This design comes from an exercise in tuning for small area, a short achievable clock period and few clock cycles on the open sky130 flow, not from production work.
No run shown here included a check of the RTL's function; only the layout flow was run.
Power is estimated from default activity; no workload was simulated.

===== design/flow/config.mk =====
export PLATFORM = sky130hd
export DESIGN_NAME = div32
export DESIGN_NICKNAME = div32
export VERILOG_FILES = /design/flow/design.v
export SDC_FILE = /design/flow/constraint.sdc
export NUM_CORES = 8
export LEC_CHECK = 0
export ABC_AREA = 1
export CAP_MARGIN = 20
export CORE_MARGIN = 2
export CORE_UTILIZATION = 40
export CTS_BUF_LIST = sky130_fd_sc_hd__clkbuf_8
export PLACE_DENSITY = 0.6
export SETUP_SLACK_MARGIN = 2.7
export SLEW_MARGIN = 20

===== design/flow/constraint.sdc =====
create_clock -name core_clock -period 5.0 [get_ports {clk}]
set_input_delay 1.0000 -clock core_clock [delete_from_list [all_inputs] [get_ports {clk}]]
set_output_delay 1.0000 -clock core_clock [all_outputs]
set_load 0.01 [all_outputs]

===== design/flow/design.v =====
`timescale 1ns / 1ps
module div32(
    input clk,
    input rst,
    input start,
    input [31:0] dividend,
    input [31:0] divisor,
    output [31:0] quotient,
    output [31:0] remainder,
    output reg finish
);
reg [31:0] r;       
reg [31:0] q;       
reg [31:0] d;       
reg [4:0]  za;      
reg [5:0]  j;       
reg        norm;    
reg        iter;    
assign quotient  = q;
assign remainder = r;
function [5:0] lzc32;
    input [31:0] x;
    reg [15:0] v1; reg [15:0] c1;
    reg [7:0]  v2; reg [15:0] c2;
    reg [3:0]  v3; reg [11:0] c3;
    reg [1:0]  v4; reg [7:0]  c4;
    integer i;
    begin
        for (i = 0; i < 16; i = i + 1) begin
            v1[i] = x[2*i+1] | x[2*i];
            c1[i] = ~x[2*i+1];
        end
        for (i = 0; i < 8; i = i + 1) begin
            v2[i] = v1[2*i+1] | v1[2*i];
            c2[2*i+:2] = v1[2*i+1] ? {1'b0, c1[2*i+1]} : {1'b1, c1[2*i]};
        end
        for (i = 0; i < 4; i = i + 1) begin
            v3[i] = v2[2*i+1] | v2[2*i];
            c3[3*i+:3] = v2[2*i+1] ? {1'b0, c2[2*(2*i+1)+:2]} : {1'b1, c2[2*(2*i)+:2]};
        end
        for (i = 0; i < 2; i = i + 1) begin
            v4[i] = v3[2*i+1] | v3[2*i];
            c4[4*i+:4] = v3[2*i+1] ? {1'b0, c3[3*(2*i+1)+:3]} : {1'b1, c3[3*(2*i)+:3]};
        end
        lzc32 = {~(v4[1] | v4[0]), v4[1] ? {1'b0, c4[7:4]} : {1'b1, c4[3:0]}};
    end
endfunction
wire [5:0] la = lzc32(dividend);
wire [5:0] lb = lzc32(divisor);
wire [4:0] sp = j[4:0] | ~za;                     
wire [4:0] sg = j[4:0] & ~za;                     
wire [5:0] sc;                                    
assign sc[0] = 1'b1;
assign sc[1] = sp[0];
assign sc[2] = sg[1] | (sp[1] & j[0]) | (sp[1] & ~za[0]);
assign sc[3] = sg[2] | (sp[2] & sg[1]) | (sp[2] & sp[1] & sp[0]);
assign sc[4] = sg[3] | (sp[3] & sg[2]) | (sp[3] & sp[2] & sg[1]) | (sp[3] & sp[2] & sp[1] & sp[0]);
assign sc[5] = sg[4] | (sp[4] & sg[3]) | (sp[4] & sp[3] & sg[2]) | (sp[4] & sp[3] & sp[2] & sg[1])
             | (sp[4] & sp[3] & sp[2] & sp[1] & sp[0]);
wire [5:0] sh;                                    
assign sh[0] = j[0] ^ za[0];
assign sh[1] = j[1] ^ (~za[1] ^ sc[1]);
assign sh[2] = j[2] ^ (~za[2] ^ sc[2]);
assign sh[3] = j[3] ^ (~za[3] ^ sc[3]);
assign sh[4] = j[4] ^ (~za[4] ^ sc[4]);
assign sh[5] = ~sc[5];
wire       triv = j[5] | sh[5];                   
wire [31:0] kg = r & ~d;
wire [31:0] kt = r | ~d;
wire kC_0 = r[0] | ~d[0];
wire kC_1 = kg[1] | (kt[1] & r[0]) | (kt[1] & ~d[0]);
wire kG_3_2 = kg[3] | (kt[3] & kg[2]);
wire kP_3_2 = kt[3] & kt[2];
wire kG_5_4 = kg[5] | (kt[5] & kg[4]);
wire kP_5_4 = kt[5] & kt[4];
wire kG_7_6 = kg[7] | (kt[7] & kg[6]);
wire kP_7_6 = kt[7] & kt[6];
wire kG_9_8 = kg[9] | (kt[9] & kg[8]);
wire kP_9_8 = kt[9] & kt[8];
wire kG_11_10 = kg[11] | (kt[11] & kg[10]);
wire kP_11_10 = kt[11] & kt[10];
wire kG_13_12 = kg[13] | (kt[13] & kg[12]);
wire kP_13_12 = kt[13] & kt[12];
wire kG_15_14 = kg[15] | (kt[15] & kg[14]);
wire kP_15_14 = kt[15] & kt[14];
wire kG_17_16 = kg[17] | (kt[17] & kg[16]);
wire kP_17_16 = kt[17] & kt[16];
wire kG_19_18 = kg[19] | (kt[19] & kg[18]);
wire kP_19_18 = kt[19] & kt[18];
wire kG_21_20 = kg[21] | (kt[21] & kg[20]);
wire kP_21_20 = kt[21] & kt[20];
wire kG_23_22 = kg[23] | (kt[23] & kg[22]);
wire kP_23_22 = kt[23] & kt[22];
wire kG_25_24 = kg[25] | (kt[25] & kg[24]);
wire kP_25_24 = kt[25] & kt[24];
wire kG_27_26 = kg[27] | (kt[27] & kg[26]);
wire kP_27_26 = kt[27] & kt[26];
wire kG_29_28 = kg[29] | (kt[29] & kg[28]);
wire kP_29_28 = kt[29] & kt[28];
wire kG_31_30 = kg[31] | (kt[31] & kg[30]);
wire kP_31_30 = kt[31] & kt[30];
wire kC_3 = kG_3_2 | (kP_3_2 & kC_1);
wire kG_7_4 = kG_7_6 | (kP_7_6 & kG_5_4);
wire kP_7_4 = kP_7_6 & kP_5_4;
wire kG_11_8 = kG_11_10 | (kP_11_10 & kG_9_8);
wire kP_11_8 = kP_11_10 & kP_9_8;
wire kG_15_12 = kG_15_14 | (kP_15_14 & kG_13_12);
wire kP_15_12 = kP_15_14 & kP_13_12;
wire kG_19_16 = kG_19_18 | (kP_19_18 & kG_17_16);
wire kP_19_16 = kP_19_18 & kP_17_16;
wire kG_23_20 = kG_23_22 | (kP_23_22 & kG_21_20);
wire kP_23_20 = kP_23_22 & kP_21_20;
wire kG_27_24 = kG_27_26 | (kP_27_26 & kG_25_24);
wire kP_27_24 = kP_27_26 & kP_25_24;
wire kG_31_28 = kG_31_30 | (kP_31_30 & kG_29_28);
wire kP_31_28 = kP_31_30 & kP_29_28;
wire kC_7 = kG_7_4 | (kP_7_4 & kC_3);
wire kG_15_8 = kG_15_12 | (kP_15_12 & kG_11_8);
wire kP_15_8 = kP_15_12 & kP_11_8;
wire kG_23_16 = kG_23_20 | (kP_23_20 & kG_19_16);
wire kP_23_16 = kP_23_20 & kP_19_16;
wire kG_31_24 = kG_31_28 | (kP_31_28 & kG_27_24);
wire kP_31_24 = kP_31_28 & kP_27_24;
wire kC_15 = kG_15_8 | (kP_15_8 & kC_7);
wire kG_31_16 = kG_31_24 | (kP_31_24 & kG_23_16);
wire kP_31_16 = kP_31_24 & kP_23_16;
wire kC_31 = kG_31_16 | (kP_31_16 & kC_15);
wire kC_23 = kG_23_16 | (kP_23_16 & kC_15);
wire kC_11 = kG_11_8 | (kP_11_8 & kC_7);
wire kC_19 = kG_19_16 | (kP_19_16 & kC_15);
wire kC_27 = kG_27_24 | (kP_27_24 & kC_23);
wire kC_5 = kG_5_4 | (kP_5_4 & kC_3);
wire kC_9 = kG_9_8 | (kP_9_8 & kC_7);
wire kC_13 = kG_13_12 | (kP_13_12 & kC_11);
wire kC_17 = kG_17_16 | (kP_17_16 & kC_15);
wire kC_21 = kG_21_20 | (kP_21_20 & kC_19);
wire kC_25 = kG_25_24 | (kP_25_24 & kC_23);
wire kC_29 = kG_29_28 | (kP_29_28 & kC_27);
wire kG_2_1 = kg[2] | (kt[2] & kg[1]);
wire kP_2_1 = kt[2] & kt[1];
wire kC_2 = kG_2_1 | (kP_2_1 & kC_0);
wire kG_4_3 = kg[4] | (kt[4] & kg[3]);
wire kP_4_3 = kt[4] & kt[3];
wire kC_4 = kG_4_3 | (kP_4_3 & kC_2);
wire kG_6_5 = kg[6] | (kt[6] & kg[5]);
wire kP_6_5 = kt[6] & kt[5];
wire kC_6 = kG_6_5 | (kP_6_5 & kC_4);
wire kG_8_7 = kg[8] | (kt[8] & kg[7]);
wire kP_8_7 = kt[8] & kt[7];
wire kC_8 = kG_8_7 | (kP_8_7 & kC_6);
wire kG_10_9 = kg[10] | (kt[10] & kg[9]);
wire kP_10_9 = kt[10] & kt[9];
wire kC_10 = kG_10_9 | (kP_10_9 & kC_8);
wire kG_12_11 = kg[12] | (kt[12] & kg[11]);
wire kP_12_11 = kt[12] & kt[11];
wire kC_12 = kG_12_11 | (kP_12_11 & kC_10);
wire kG_14_13 = kg[14] | (kt[14] & kg[13]);
wire kP_14_13 = kt[14] & kt[13];
wire kC_14 = kG_14_13 | (kP_14_13 & kC_12);
wire kG_16_15 = kg[16] | (kt[16] & kg[15]);
wire kP_16_15 = kt[16] & kt[15];
wire kC_16 = kG_16_15 | (kP_16_15 & kC_14);
wire kG_18_17 = kg[18] | (kt[18] & kg[17]);
wire kP_18_17 = kt[18] & kt[17];
wire kC_18 = kG_18_17 | (kP_18_17 & kC_16);
wire kG_20_19 = kg[20] | (kt[20] & kg[19]);
wire kP_20_19 = kt[20] & kt[19];
wire kC_20 = kG_20_19 | (kP_20_19 & kC_18);
wire kG_22_21 = kg[22] | (kt[22] & kg[21]);
wire kP_22_21 = kt[22] & kt[21];
wire kC_22 = kG_22_21 | (kP_22_21 & kC_20);
wire kG_24_23 = kg[24] | (kt[24] & kg[23]);
wire kP_24_23 = kt[24] & kt[23];
wire kC_24 = kG_24_23 | (kP_24_23 & kC_22);
wire kG_26_25 = kg[26] | (kt[26] & kg[25]);
wire kP_26_25 = kt[26] & kt[25];
wire kC_26 = kG_26_25 | (kP_26_25 & kC_24);
wire kG_28_27 = kg[28] | (kt[28] & kg[27]);
wire kP_28_27 = kt[28] & kt[27];
wire kC_28 = kG_28_27 | (kP_28_27 & kC_26);
wire kG_30_29 = kg[30] | (kt[30] & kg[29]);
wire kP_30_29 = kt[30] & kt[29];
wire kC_30 = kG_30_29 | (kP_30_29 & kC_28);
wire [32:0] sub;
assign sub[0] = r[0] ^ d[0];
assign sub[1] = r[1] ^ (~d[1] ^ kC_0);
assign sub[2] = r[2] ^ (~d[2] ^ kC_1);
assign sub[3] = r[3] ^ (~d[3] ^ kC_2);
assign sub[4] = r[4] ^ (~d[4] ^ kC_3);
assign sub[5] = r[5] ^ (~d[5] ^ kC_4);
assign sub[6] = r[6] ^ (~d[6] ^ kC_5);
assign sub[7] = r[7] ^ (~d[7] ^ kC_6);
assign sub[8] = r[8] ^ (~d[8] ^ kC_7);
assign sub[9] = r[9] ^ (~d[9] ^ kC_8);
assign sub[10] = r[10] ^ (~d[10] ^ kC_9);
assign sub[11] = r[11] ^ (~d[11] ^ kC_10);
assign sub[12] = r[12] ^ (~d[12] ^ kC_11);
assign sub[13] = r[13] ^ (~d[13] ^ kC_12);
assign sub[14] = r[14] ^ (~d[14] ^ kC_13);
assign sub[15] = r[15] ^ (~d[15] ^ kC_14);
assign sub[16] = r[16] ^ (~d[16] ^ kC_15);
assign sub[17] = r[17] ^ (~d[17] ^ kC_16);
assign sub[18] = r[18] ^ (~d[18] ^ kC_17);
assign sub[19] = r[19] ^ (~d[19] ^ kC_18);
assign sub[20] = r[20] ^ (~d[20] ^ kC_19);
assign sub[21] = r[21] ^ (~d[21] ^ kC_20);
assign sub[22] = r[22] ^ (~d[22] ^ kC_21);
assign sub[23] = r[23] ^ (~d[23] ^ kC_22);
assign sub[24] = r[24] ^ (~d[24] ^ kC_23);
assign sub[25] = r[25] ^ (~d[25] ^ kC_24);
assign sub[26] = r[26] ^ (~d[26] ^ kC_25);
assign sub[27] = r[27] ^ (~d[27] ^ kC_26);
assign sub[28] = r[28] ^ (~d[28] ^ kC_27);
assign sub[29] = r[29] ^ (~d[29] ^ kC_28);
assign sub[30] = r[30] ^ (~d[30] ^ kC_29);
assign sub[31] = r[31] ^ (~d[31] ^ kC_30);
assign sub[32] = ~kC_31;
wire        ge  = ~sub[32];
wire        take = iter & ge;
wire [31:0] flip = {32{take}} & (r ^ sub[31:0]);
always @(posedge clk or posedge rst) begin
    if (rst) begin
        finish <= 1'b0;
        norm   <= 1'b0;
        iter   <= 1'b0;
    end else if (start) begin
        finish <= 1'b0;
        norm   <= 1'b1;
        iter   <= 1'b0;
    end else if (norm) begin
        norm   <= 1'b0;
        finish <= triv;
        iter   <= ~triv;
    end else if (iter) begin
        if (j[4:0] == 5'd0) begin
            iter   <= 1'b0;
            finish <= 1'b1;
        end
    end
end
always @(posedge clk) begin
    za <= la[4:0];
    if (start) begin
        r <= dividend;
        d <= divisor;
        j <= lb;
    end else begin
        if (norm & j[5]) r <= 32'b0;      
        else             r <= r ^ flip;
        if (norm) begin
            d <= d << sh[4:0];
            j <= sh;
        end else begin
            d <= d >> 1;
            j <= j - 6'd1;
        end
    end
    if (norm)      q <= 32'b0;
    else if (iter) q <= {q[30:0], ge};
end
endmodule

===== design/flow/standard.sh =====
#!/bin/bash
# synth_recipe.tcl (not shown) runs the flow's synth.tcl, then flattens the netlist and writes it again
# the make line also repeats each setting of config.mk as NAME=value (left out here)
make -C /OpenROAD-flow-scripts/flow DESIGN_CONFIG=/design/flow/config.mk WORK_HOME=/design/flow/orfs CLKGATE_MAP_FILE= SYNTH_SCRIPT=/design/flow/synth_recipe.tcl "${@:-finish}"

===== design/flow/flow/run.sh =====
#!/bin/bash
# Standard layout, with plain buffers on the ports instead of the default delay-cell buffers.
set -euo pipefail
bash standard.sh BUFFER_PORTS_ARGS="-buffer_cell sky130_fd_sc_hd__buf_1" finish > standard.log 2>&1

==> results of run 1 <==
[per-layer routing]
layer  vias up  routed length (µm)
li1       4702                   -
met1      4529               13300
met2       512               14900
met3       106                2880
met4         0                1300
met5         -                   0
[metrics by stage]
step | instance area [µm²] | hold WS [ns] | std cells | total power (W)
after floorplan | 7910 | 0.459 | 1295 | 0.00281
after global placement | 8580 | 0.475 | 1648 | 0.00339
after detailed placement | 8580 | 0.486 | 1648 | 0.00339
after CTS | 10100 | 0.424 | 1763 | 0.00454
after global routing | 11100 | 0.440 | 1793 | 0.00552
final | 11100 | 0.427 | 1793 | 0.00520
[sequential cells by signal, summed over array words and instances (netlist names)]
register and cells:
d 32, finish 1, iter 1, j 6, norm 1, q 32
r 32, za 5
[worst min path at each step]
stage	depth (start not counted)	endpoint	slack, ns
after floorplan	1	j[0]	0.46
after global placement	2	q[31]	0.48
after detailed placement	2	q[27]	0.49
after CTS	2	norm	0.42
after global routing	2	finish	0.44
final	2	norm	0.43
[cell usage in the layout (no fill, tap or decap), drive strengths merged, types with 4 or more instances in the layout]
cell type  instances
nand2            310
buf              255
o21ai            208
inv              187
nor2             186
dfxtp            105
a21oi             67
nand3             26
xor2              22
o221ai            17
a22oi             16
o22ai             15
clkbuf            13
clkinv            11
o211ai             9
xnor2              9
a31oi              9
nor3               9
clkinvlp           8
nor4               5
o31ai              5
a221oi             5
nand4              4
or2                4
[power by group]
part / internal [W] / switching [W]
logic: 0.00133 / 0.00208
registers: 0.00106 / 0.000206
clock network: 0.000190 / 0.000337
[layout make-up]
| type | instances | area [µm²] | share of cell area (%) |
|---|---|---|---|
| multi-input combinational | 943 | 5710 | 51.5 |
| sequential | 110 | 2270 | 20.4 |
| timing repair buffer | 259 | 1720 | 15.5 |
| inverter | 190 | 762 | 6.86 |
| tap | 265 | 332 | 2.99 |
| clock buffer | 10 | 138 | 1.24 |
| timing repair inverter | 10 | 138 | 1.24 |
| clock inverter | 6 | 30.0 | 0.270 |
[cells in the mapped netlist (all sizes together)]
library cell and instances:
o221ai 17, o211ai 9, a22oi 16, nand4 4, a31o 1, o21bai 1
inv 184, nor3 9, o22ai 15, nand3 26, nand2 308, clkbuf 42
xnor2 9, nor2 186, xor2 22, o41ai 2, clkinv 6, a31oi 9
a221oi 5, o31ai 5, o32ai 2, buf 12, a21oi 67, or2 4
dfrtp 3, mux2i 2, o221a 2, nor4 5, edfxtp 2, a21boi 2
o311ai 2, o21ai 208, ha 3, dfxtp 105
[what timing repair did]
action,in CTS,in global routing
buffers inserted,86,25
pin swaps,47,83
gates resized for setup,165,233
gates cloned,13,5
endpoints found under the setup margin,73,72
hold buffers,0,0
[critical path, delay by kind of cell, from the launching register on]
family	cells	cell delay (ns)
compound gates	7	0.96
buf+inv	4	0.46
flops	1	0.37
simple gates	11	0.92
[cell families (layout without fill, tap and decap cells)]
| group | count (synthesis) | count (layout) |
|---|---|---|
| AOI/OAI and AO/OA | 363 | 363 |
| xor gates and xnor gates | 31 | 31 |
| adders and majority gates | 3 | 3 |
| buffers and inverters | 244 | 475 |
| DFF | 110 | 110 |
| muxes | 2 | 2 |
| and+or+nand+nor | 542 | 544 |
==> results.txt, run 1 <==
- The number of failing hold endpoints at the final stage came to 0.
- The worst register-to-register path ends at r[29].
- The slowest cell on the critical path is sky130_fd_sc_hd__dfxtp_2.
- Data on the critical path is required at its endpoint by 5.29 ns.
- In the routed design, unresolved DRC markers number 0.
- After synthesis the cells add up to between 7000 and 8000 µm².
- Walking the worst path, the cells encountered are inv_4 > buf_6 > nand3_4 > nand4_1 > nand2_2 > nand2_2 > nand2_2 > nand2_2 > nand3_2 > a31o_4 > a31oi_4 > o21ai_2 > nand2_1 > nand2_2 > nand3_4 > o31ai_4 > nand2_4 > buf_12 > clkinv_8 > o21ai_2 > o21ai_1 > o21ai_1.
- The cell row count is 51.
- Max-cap violations in this run came to 0.
- The portion of the post-synthesis area used by sequential elements is 28.7%.
- The worst hold path belongs to the class in2async.
- The run finished with no timing, DRC or antenna violations.
- The largest net degree at the start of global routing is 46.
- Counting the buffers created by CTS gives 9.
- The cell type contributing the most total cell area after synthesis is sky130_fd_sc_hd__dfxtp_1.
- Setup repair after global routing could not meet its margin everywhere.
- The wire length of the first global-routing pass is about 47 mm.
- The setup slack of the worst register-to-register path is 2.16 ns.
- 132 I/O pins were placed.
- The root buffer cell chosen for the clock tree is sky130_fd_sc_hd__clkbuf_8.
- After synthesis the netlist holds a flip-flop and latch count of 110.
- Setup violations remaining at the end of the flow were counted as 0.
- Dividing total power by cell area gives a power density of 469 nW/µm².
- The total number of vias is between 9,000 and 10,000.
- The post-route fraction of the period consumed by the critical path is 56.7%.
- For this run the aggregate overflow at the end of global routing stands at 0.
- The clock arrives with 0.0155 ns of skew.
- On the worst path, the slowest cell contributes a delay of between 0.3 and 0.4 ns.
- The sort of element at the end of the critical path is a register.
- At the worst endpoint, the arrival time is 3.13 ns.
- The setup total negative slack is 0 ns.
- The remaining number of nets flagged by the antenna check after routing is 0.
- The routability-driven placement congestion ratio is 0.985.
- The number of clock sinks is 110.
- The mux contribution to synthesized area is 0.257%.
- The synthesized-area fraction occupied by adder cells is less than 1%.
- The cell with the most instances on the worst path is sky130_fd_sc_hd__nand2_2.
- The final net count is 1,593.
- The most congested layer reported by global routing is met2.
- The length in cells of the worst reg-to-reg path is 22.
- The standard cell core area is 19,300 µm².
- The maximum VDD drop is 0.000191 V.
- The number of vias per cell after detailed routing is between 5 and 6.
- The diode insertion count for antenna repair is 0.
- The met3 usage is 5.50%.
- The worst slew slack as a fraction of its limit is 35.5%.
- The combinational family with the most area after synthesis is simple AND/OR/NAND/NOR gates.
- The die covers 20,600 µm².
- The first-pass iteration count of the detailed router is 5.
- The static leakage is 5.01 nW.
- The routed wirelength normalized by instance count is around 18 µm.
- The area overhead of the layout relative to synthesis is 42.3%.
- Global routing consumed, on the met2 layer, 49.6% of the routing resources.
- The post-synthesis area per instance is 6.03 µm².
- Fill cells in the final layout number approximately 1,900.
- The via count of the first global-routing pass was 8,877.
- In this run the worst path has a maximum fanout of 7.
- The startpoint identified for the worst register-to-register timing path is r[0].
- The TritonCTS clock tree is done.
- Clock latency on the worst-skew pair, taken at its later pin, is 0.41 ns.
- The setup slack after placement is 1.71 ns.
- The slew at the pin closest to its max-slew limit is between 0.9 and 1 ns.
- The worst setup path startpoint is r[0].
- For met1 alone, demand over resource in global routing was 38.2%.
- Summing the areas of all xor and xnor instances in the mapped netlist gives 3.48% of the synthesized area.
- The share of the synthesized area in the top cell type is 26.9%.
- The post-synthesis net count is around 1,400.
- By area the synthesized netlist is led by sky130_fd_sc_hd__dfxtp_1, sky130_fd_sc_hd__nand2_1, sky130_fd_sc_hd__o21ai_0.
- The synthesized netlist contains 46 unique library cells.
- The die outline width is 144 µm.
- Once detailed placement completed, the half-perimeter wirelength came to 20.6 mm.
- After layout, the minimum clock period comes to 2.84 ns.
- The DRC violation total after the first TritonRoute iteration is roughly 1,000.
- Buffers placed on the I/O ports in this run total around 130.
- The number of instances in the synthesized netlist is between 1,000 and 1,500.
- Measured on the finished design, the core utilization comes to 57.6%.
- The initial antenna violation count came to 0.
- Of the total synthesized cell area, the portion taken by AND, OR, NAND and NOR gates is 28.3%.
- Global routing consumed, over all layers together, 29.7% of the routing resources.
- The clock tree synthesis step divided the H-tree into 3 levels.
- The fraction of layout cells with a size suffix above 1 is between 20% and 30%.
- The buffer levels on the longest clock path is 2.
- After clock tree synthesis, the clock-pin slew on the worst setup and hold paths is 0.12 ns.
- The synthesized netlist devotes 26.7% of its cell area to compound gates.
- Based on the critical path, the design can be clocked at up to 0.353 GHz.
- In this run the worst setup path terminates at r[29].
- The critical path is of the reg2reg type.
- The die is roughly 140 µm tall.
- The initial core utilization is 40.5%.
- Setup slack on the critical path of the routed design comes to 2.16 ns.
- The worst setup path is launched from a register.
- The final max-slew violation count came to 0.
- For this run, the number of Yosys warnings is 1.
- The total length of routed wires is 32.3 mm.
==> inputs of run 2 (changes only) <==
--- a/design/flow/design.v
+++ b/design/flow/design.v
@@ -100,41 +100,87 @@
 wire kG_31_30 = kg[31] | (kt[31] & kg[30]);
 wire kP_31_30 = kt[31] & kt[30];
-wire kC_3 = kG_3_2 | (kP_3_2 & kC_1);
+wire kG_31_28 = kG_31_30 | (kP_31_30 & kG_29_28);
+wire kP_31_28 = kP_31_30 & kP_29_28;
+wire kG_29_26 = kG_29_28 | (kP_29_28 & kG_27_26);
+wire kP_29_26 = kP_29_28 & kP_27_26;
+wire kG_27_24 = kG_27_26 | (kP_27_26 & kG_25_24);
+wire kP_27_24 = kP_27_26 & kP_25_24;
+wire kG_25_22 = kG_25_24 | (kP_25_24 & kG_23_22);
+wire kP_25_22 = kP_25_24 & kP_23_22;
+wire kG_23_20 = kG_23_22 | (kP_23_22 & kG_21_20);
+wire kP_23_20 = kP_23_22 & kP_21_20;
+wire kG_21_18 = kG_21_20 | (kP_21_20 & kG_19_18);
+wire kP_21_18 = kP_21_20 & kP_19_18;
+wire kG_19_16 = kG_19_18 | (kP_19_18 & kG_17_16);
+wire kP_19_16 = kP_19_18 & kP_17_16;
+wire kG_17_14 = kG_17_16 | (kP_17_16 & kG_15_14);
+wire kP_17_14 = kP_17_16 & kP_15_14;
+wire kG_15_12 = kG_15_14 | (kP_15_14 & kG_13_12);
+wire kP_15_12 = kP_15_14 & kP_13_12;
+wire kG_13_10 = kG_13_12 | (kP_13_12 & kG_11_10);
+wire kP_13_10 = kP_13_12 & kP_11_10;
+wire kG_11_8 = kG_11_10 | (kP_11_10 & kG_9_8);
+wire kP_11_8 = kP_11_10 & kP_9_8;
+wire kG_9_6 = kG_9_8 | (kP_9_8 & kG_7_6);
+wire kP_9_6 = kP_9_8 & kP_7_6;
 wire kG_7_4 = kG_7_6 | (kP_7_6 & kG_5_4);
 wire kP_7_4 = kP_7_6 & kP_5_4;
-wire kG_11_8 = kG_11_10 | (kP_11_10 & kG_9_8);
-wire kP_11_8 = kP_11_10 & kP_9_8;
-wire kG_15_12 = kG_15_14 | (kP_15_14 & kG_13_12);
-wire kP_15_12 = kP_15_14 & kP_13_12;
-wire kG_19_16 = kG_19_18 | (kP_19_18 & kG_17_16);
-wire kP_19_16 = kP_19_18 & kP_17_16;
-wire kG_23_20 = kG_23_22 | (kP_23_22 & kG_21_20);
-wire kP_23_20 = kP_23_22 & kP_21_20;
-wire kG_27_24 = kG_27_26 | (kP_27_26 & kG_25_24);
-wire kP_27_24 = kP_27_26 & kP_25_24;
-wire kG_31_28 = kG_31_30 | (kP_31_30 & kG_29_28);
-wire kP_31_28 = kP_31_30 & kP_29_28;
-wire kC_7 = kG_7_4 | (kP_7_4 & kC_3);
+wire kG_5_2 = kG_5_4 | (kP_5_4 & kG_3_2);
+wire kP_5_2 = kP_5_4 & kP_3_2;
+wire kC_3 = kG_3_2 | (kP_3_2 & kC_1);
+wire kG_31_24 = kG_31_28 | (kP_31_28 & kG_27_24);
+wire kP_31_24 = kP_31_28 & kP_27_24;
+wire kG_29_22 = kG_29_26 | (kP_29_26 & kG_25_22);
+wire kP_29_22 = kP_29_26 & kP_25_22;
+wire kG_27_20 = kG_27_24 | (kP_27_24 & kG_23_20);
+wire kP_27_20 = kP_27_24 & kP_23_20;
+wire kG_25_18 = kG_25_22 | (kP_25_22 & kG_21_18);
+wire kP_25_18 = kP_25_22 & kP_21_18;
+wire kG_23_16 = kG_23_20 | (kP_23_20 & kG_19_16);
+wire kP_23_16 = kP_23_20 & kP_19_16;
+wire kG_21_14 = kG_21_18 | (kP_21_18 & kG_17_14);
+wire kP_21_14 = kP_21_18 & kP_17_14;
+wire kG_19_12 = kG_19_16 | (kP_19_16 & kG_15_12);
+wire kP_19_12 = kP_19_16 & kP_15_12;
+wire kG_17_10 = kG_17_14 | (kP_17_14 & kG_13_10);
+wire kP_17_10 = kP_17_14 & kP_13_10;
 wire kG_15_8 = kG_15_12 | (kP_15_12 & kG_11_8);
 wire kP_15_8 = kP_15_12 & kP_11_8;
-wire kG_23_16 = kG_23_20 | (kP_23_20 & kG_19_16);
-wire kP_23_16 = kP_23_20 & kP_19_16;
-wire kG_31_24 = kG_31_28 | (kP_31_28 & kG_27_24);
-wire kP_31_24 = kP_31_28 & kP_27_24;
-wire kC_15 = kG_15_8 | (kP_15_8 & kC_7);
+wire kG_13_6 = kG_13_10 | (kP_13_10 & kG_9_6);
+wire kP_13_6 = kP_13_10 & kP_9_6;
+wire kG_11_4 = kG_11_8 | (kP_11_8 & kG_7_4);
+wire kP_11_4 = kP_11_8 & kP_7_4;
+wire kG_9_2 = kG_9_6 | (kP_9_6 & kG_5_2);
+wire kP_9_2 = kP_9_6 & kP_5_2;
+wire kC_7 = kG_7_4 | (kP_7_4 & kC_3);
+wire kC_5 = kG_5_2 | (kP_5_2 & kC_1);
 wire kG_31_16 = kG_31_24 | (kP_31_24 & kG_23_16);
 wire kP_31_16 = kP_31_24 & kP_23_16;
+wire kG_29_14 = kG_29_22 | (kP_29_22 & kG_21_14);
+wire kP_29_14 = kP_29_22 & kP_21_14;
+wire kG_27_12 = kG_27_20 | (kP_27_20 & kG_19_12);
+wire kP_27_12 = kP_27_20 & kP_19_12;
+wire kG_25_10 = kG_25_18 | (kP_25_18 & kG_17_10);
+wire kP_25_10 = kP_25_18 & kP_17_10;
+wire kG_23_8 = kG_23_16 | (kP_23_16 & kG_15_8);
+wire kP_23_8 = kP_23_16 & kP_15_8;
+wire kG_21_6 = kG_21_14 | (kP_21_14 & kG_13_6);
+wire kP_21_6 = kP_21_14 & kP_13_6;
+wire kG_19_4 = kG_19_12 | (kP_19_12 & kG_11_4);
+wire kP_19_4 = kP_19_12 & kP_11_4;
+wire kG_17_2 = kG_17_10 | (kP_17_10 & kG_9_2);
+wire kP_17_2 = kP_17_10 & kP_9_2;
+wire kC_15 = kG_15_8 | (kP_15_8 & kC_7);
+wire kC_13 = kG_13_6 | (kP_13_6 & kC_5);
+wire kC_11 = kG_11_4 | (kP_11_4 & kC_3);
+wire kC_9 = kG_9_2 | (kP_9_2 & kC_1);
 wire kC_31 = kG_31_16 | (kP_31_16 & kC_15);
-wire kC_23 = kG_23_16 | (kP_23_16 & kC_15);
-wire kC_11 = kG_11_8 | (kP_11_8 & kC_7);
-wire kC_19 = kG_19_16 | (kP_19_16 & kC_15);
-wire kC_27 = kG_27_24 | (kP_27_24 & kC_23);
-wire kC_5 = kG_5_4 | (kP_5_4 & kC_3);
-wire kC_9 = kG_9_8 | (kP_9_8 & kC_7);
-wire kC_13 = kG_13_12 | (kP_13_12 & kC_11);
-wire kC_17 = kG_17_16 | (kP_17_16 & kC_15);
-wire kC_21 = kG_21_20 | (kP_21_20 & kC_19);
-wire kC_25 = kG_25_24 | (kP_25_24 & kC_23);
-wire kC_29 = kG_29_28 | (kP_29_28 & kC_27);
+wire kC_29 = kG_29_14 | (kP_29_14 & kC_13);
+wire kC_27 = kG_27_12 | (kP_27_12 & kC_11);
+wire kC_25 = kG_25_10 | (kP_25_10 & kC_9);
+wire kC_23 = kG_23_8 | (kP_23_8 & kC_7);
+wire kC_21 = kG_21_6 | (kP_21_6 & kC_5);
+wire kC_19 = kG_19_4 | (kP_19_4 & kC_3);
+wire kC_17 = kG_17_2 | (kP_17_2 & kC_1);
 wire kG_2_1 = kg[2] | (kt[2] & kg[1]);
 wire kP_2_1 = kt[2] & kt[1];
==> run 2 against run 1 <==
  * Still clean on timing, DRC and antenna
  * Via count increased by 1.5%
  * Die area grew 1.1%
  * Core utilization fell by 2.7 points
  * Final cell count is 0.17% lower
  * Count of clock-buffer cells in the layout unchanged
  * Critical path type unchanged
==> results.txt, run 2 <==
- The flow ran to the end and the layout has no timing, DRC or antenna violations.
- The critical-path maximum fanout is 2 (-5).
- The cell type contributing the most total cell area after synthesis is sky130_fd_sc_hd__dfxtp_1.
- The final number of setup-violating endpoints came to 0 (unchanged).
- The largest net degree at the start of global routing is 62 (+35%).
- Compared with the post-synthesis result, the final layout area differs by 34.9%.
- The area of the mapped netlist is 7890 µm² (+1.1%).
- The clock root buffer is sky130_fd_sc_hd__clkbuf_8.
- The setup slack after placement came to 1.57 ns (-0.146 ns).
- The wire length of the first global-routing pass is 47.3 mm (about the same).
- The critical path required time is 5.28 ns (about the same).
- The count of pins on the block boundary is 132 (unchanged).
- The least setup slack across all paths after layout is 2.12 ns (-0.0428 ns).
- The overall fraction of global-route tracks in use is 29.7% (+0.048 points).
- The number of buffers created by CTS is 9 (unchanged).
- In this run the worst hold path is classified as in2async.
- The standard cell core area came to 19,400 µm² (+0.66%).
- The quantity of hold-fixing buffers added after cts is 0 (unchanged).
- Setup repair after global routing could not meet its margin everywhere.
- The depth of the CTS H-tree came to 3 (unchanged).
- The number of vias per cell after detailed routing is 5.58 (+1.6%).
- The die outline width is 144 µm (+0.54%).
- The yosys synthesis warning count is 1 (unchanged).
- The largest registers in the layout are d (32), q (32), r (32).
- The total number of vias came to 9,993 (+1.5%).
- Among all flip-flop cells after synthesis, the most frequent one is sky130_fd_sc_hd__dfxtp_1.
- The share of the synthesized area in the top cell type came to 26.6% (-0.30 points).
- The worst endpoint data arrival time is 3.16 ns (+0.03 ns).
- The most common cell in the netlist is sky130_fd_sc_hd__nand2_1.
- The number of distinct standard cells referenced by the synthesized netlist came to 45 (-2.2%).
- The top achievable clock speed was 0.347 GHz (-1.5%).
- The TritonCTS clock tree is done.
- The remaining number of nets flagged by the antenna check after routing came to 0 (unchanged).
- The post-detailed-route DRC marker count came to 0 (unchanged).
- The total power draw came to 0.00528 W (+1.5%).
- The routed wirelength normalized by instance count is 18.9 µm (+4.6%).
- The post-detailed-placement cell area came to 8630 µm² (+0.69%).
- The full die area is 20,900 µm² (+1.1%).
- The commonest non-fill, non-tap cell in the layout is sky130_fd_sc_hd__nand2_1.
- The number of clock sinks is 110 (unchanged).
- The portion of the post-synthesis area used by sequential elements came to 28.3% (-0.32 points).
- The static leakage is 4.80 nW (-4.2%).
- The max-cap violation count came to 0 (unchanged).
- The overall die height is 144 µm (+0.54%).
- The diode insertion count for antenna repair is 0 (unchanged).
- In the layout the commonest cells are sky130_fd_sc_hd__nand2_1, sky130_fd_sc_hd__inv_1, sky130_fd_sc_hd__nor2_1.
- The post-route fraction of the period consumed by the critical path is 57.6% (+0.86 points).
- The total length of routed met2 wires was 14.9 mm (about the same).
- STA classifies the critical path endpoint as a register.
- The area of all placed cells without fillers is 10,600 µm² (-4.1%).
- The worst setup path is launched from a register.
- The worst slew slack as a fraction of its limit is 42.5% (+7.0 points).
- The total of buffers placed on input and output ports is 131 (unchanged).
- The total length of routed wires is 33.8 mm (+4.5%).
- After synthesis, the cell types taking the most area are sky130_fd_sc_hd__dfxtp_1, sky130_fd_sc_hd__nand2_1, sky130_fd_sc_hd__o21ai_0.
- The met3 routed wirelength is 3.49 mm (+22%).
- The final max-slew violation count came to 0 (unchanged).
- The initial antenna violation count is 0 (unchanged).
- The cell row count is 51 (unchanged).
- The clock period minus final worst setup slack is 2.88 ns (+0.0428 ns).
- The slew at the pin closest to its max-slew limit is 0.851 ns (-0.115 ns).
- The routability-driven placement congestion ratio came to 0.953 (-3.2%).
- The number of instances in the synthesized netlist is 1,324 (+2.2%).
- The final setup skew is 0.0184 ns (+0.00298 ns).
- The buffer levels on the longest clock path was 2 (unchanged).
- The half-perimeter wire length after placement is 21.3 mm (+3.4%).
- The power density over cell area is 496 nW/µm² (+5.9%).
- The clock transition time at the flip-flop clock pins of the worst setup and hold paths is 0.12 ns (about the same).
- The clock insertion delay at the later pin of the skew report came to 0.40 ns (about the same).
- The maximum VDD drop is 0.000184 V (-3.9%).
- Counting instances in the post-synthesis netlist gives the leading cell types as sky130_fd_sc_hd__nand2_1, sky130_fd_sc_hd__inv_1, sky130_fd_sc_hd__o21ai_0.
- The fraction of layout cells with a size suffix above 1 is 20.3% (-7.2 points).
- The initial core utilization came to 40.7% (+0.19 points).
- The filler cell count is 1,943 (+3.0%).
- The aggregate global routing overflow came to 0 (unchanged).
- The total of flip-flops plus latches after synthesis came to 110 (unchanged).
- The sum of routed wire segments on met1 came to 13.9 mm (+4.7%).
- The number of failing hold endpoints at the final stage came to 0 (unchanged).
- The classification of the worst setup path is reg2reg.
- The core occupancy in the finished layout was 54.9% (-2.7 points).
- The post-synthesis area per instance is 5.96 µm² (-1.1%).
- The post-synthesis net count is 1,394 (+2.1%).
- The via count of the first global-routing pass came to 8,628 (-2.8%).
- The first-pass iteration count of the detailed router is 7 (+2).
- The uppermost signal routing layer after detailed routing is met4.
- The sequential standard cell area is 2260 µm² (-0.28%).
- The DRC violation total after the first TritonRoute iteration was 1,162 (+17%).
- The fraction of registers with async set/reset was 2.73% (unchanged).
- The final net count came to 1,590 (-0.19%).
- The number of flops mapped to enable cells by yosys is 2 (unchanged).
- The multi-input combinational cell area came to 5450 µm² (-4.6%).
- The setup total negative slack is 0 ns (unchanged).
-- run 2: cell count changes in the layout (fill, tap and decap cells not counted), moves of 8 or more --
cell,before,now
sky130_fd_sc_hd__nand2_2,67,53
sky130_fd_sc_hd__o21ai_4,11,1
sky130_fd_sc_hd__a21oi_1,56,65
sky130_fd_sc_hd__o221ai_2,10,1
sky130_fd_sc_hd__nand2_4,22,5
sky130_fd_sc_hd__o21ai_1,59,48
sky130_fd_sc_hd__o21ai_0,96,118
sky130_fd_sc_hd__nand2_8,2,10
sky130_fd_sc_hd__o21ai_2,42,34
sky130_fd_sc_hd__inv_1,170,184
sky130_fd_sc_hd__buf_4,94,60
sky130_fd_sc_hd__o221ai_1,7,18
sky130_fd_sc_hd__nand2_1,219,265
-- run 2: worst max-delay path, stage by stage (launching register included) --
cell	delay (ns)
sky130_fd_sc_hd__dfxtp_2	0.35
sky130_fd_sc_hd__inv_2	0.07
sky130_fd_sc_hd__ha_4	0.13
sky130_fd_sc_hd__inv_2	0.03
sky130_fd_sc_hd__nand2_2	0.05
sky130_fd_sc_hd__nand3_2	0.08
sky130_fd_sc_hd__nand3_2	0.07
sky130_fd_sc_hd__nand2_2	0.06
sky130_fd_sc_hd__nand2_2	0.07
sky130_fd_sc_hd__nand2_2	0.06
sky130_fd_sc_hd__nand2_2	0.07
sky130_fd_sc_hd__nand2_2	0.06
sky130_fd_sc_hd__buf_4	0.14
sky130_fd_sc_hd__buf_6	0.10
sky130_fd_sc_hd__buf_6	0.10
sky130_fd_sc_hd__buf_6	0.10
sky130_fd_sc_hd__buf_6	0.10
sky130_fd_sc_hd__buf_6	0.10
sky130_fd_sc_hd__buf_6	0.10
sky130_fd_sc_hd__buf_6	0.10
sky130_fd_sc_hd__buf_4	0.12
sky130_fd_sc_hd__buf_4	0.12
sky130_fd_sc_hd__buf_4	0.12
sky130_fd_sc_hd__buf_6	0.10
sky130_fd_sc_hd__xor2_1	0.13
sky130_fd_sc_hd__o21ai_1	0.14
sky130_fd_sc_hd__o21ai_1	0.08
-- run 2: cells by family (layout without fill, tap and decap cells) --
kind of cell    after synthesis  after routing  share of synthesized area (%)
buf+inv                     256            450                           12.7
xor+xnor                     34             34                           3.77
flops                       110            110                           28.3
simple gates                563            570                           29.1
compound gates              357            357                           25.5
fa+ha+maj                     3              3                          0.476
mux                           1              1                          0.127
-- run 2: final timing paths --
check,cells after the start,startpoint,end,slack (ns)
max reg2reg,26,r[0],r[9],2.12
min,2,rst,iter,0.42
max in group asynchronous,2,rst,iter,4.44
min in group core_clock,2,q[0],q[0],0.51
min reg2reg,2,q[0],q[0],0.51
max,26,r[0],r[9],2.12
-- run 2: what timing repair did --
action / 4_1_cts / 5_1_grt
setup endpoints to repair: 75 / 73
endpoints found under the hold margin: 0 / 0
gates resized for setup: 152 / 133
setup buffers: 49 / 24
gates cloned: 12 / 9
pin swaps: 33 / 48
-- run 2: stage by stage --
step	instances	hold slack [ns]
after floorplan	1324	0.459
after global placement	1680	0.473
after detailed placement	1680	0.485
after CTS	1757	0.420
after global routing	1790	0.420
final	1790	0.423
-- run 2: final cells by class --
class / instances / area share [%]
Clock buffer: 10 / 1.29
Clock inverter: 6 / 0.729
Inverter: 203 / 7.65
Multi-Input combinational cell: 965 / 51.2
Sequential cell: 110 / 21.2
Tap cell: 265 / 3.12
Timing Repair Buffer: 226 / 14.2
Timing Repair inverter: 5 / 0.576
-- run 2: metal layers --
layer / track usage, % / vias up
li1: - / 4702
met1: 41.1 / 4510
met2: 45.8 / 664
met3: 5.30 / 117
met4: 12.0 / 0
met5: 0 / -
-- run 2: report_power, final --
group,total (W),internal [W],switching (W)
registers,0.00127,0.00106,0.000210
clock network,0.000626,0.000292,0.000334
logic,0.00339,0.00133,0.00205

[port drivers added, routing unchanged]
The flow's constraints put no driver on any port. The routed layouts listed below were extracted and timed again, unchanged, in two steps.
Step 1 sets driving cells, clkbuf_16 on the clock port and buf_2 on the other inputs (assumed; they add their load-dependent delay and slew).
Step 2 moves the port delays by t, midway between the first and last clock arrival at a register: inputs arrive t later, outputs are due t later. That takes back most of the time a late clock gives input paths.
Slacks: ideal / step 1 / step 2; pairs: ideal / step 1.
| run | t, ns | slack for setup (ns) | hold WS [ns] | cell pins on the clock port's net |
|---|---|---|---|---|
| run 1 | 0.439 | 2.164 / 2.164 / 1.993 | 0.427 / 0.416 / 0.504 | 1 |
| run 2 | 0.438 | 2.122 / 2.122 / 2.122 | 0.423 / 0.404 / 0.506 | 1 |
After both steps setup and hold are still met in every run listed. For run 1, which loses most, drivers alone change the setup slack by 0.000 ns; drivers and shift together by -0.171 ns.
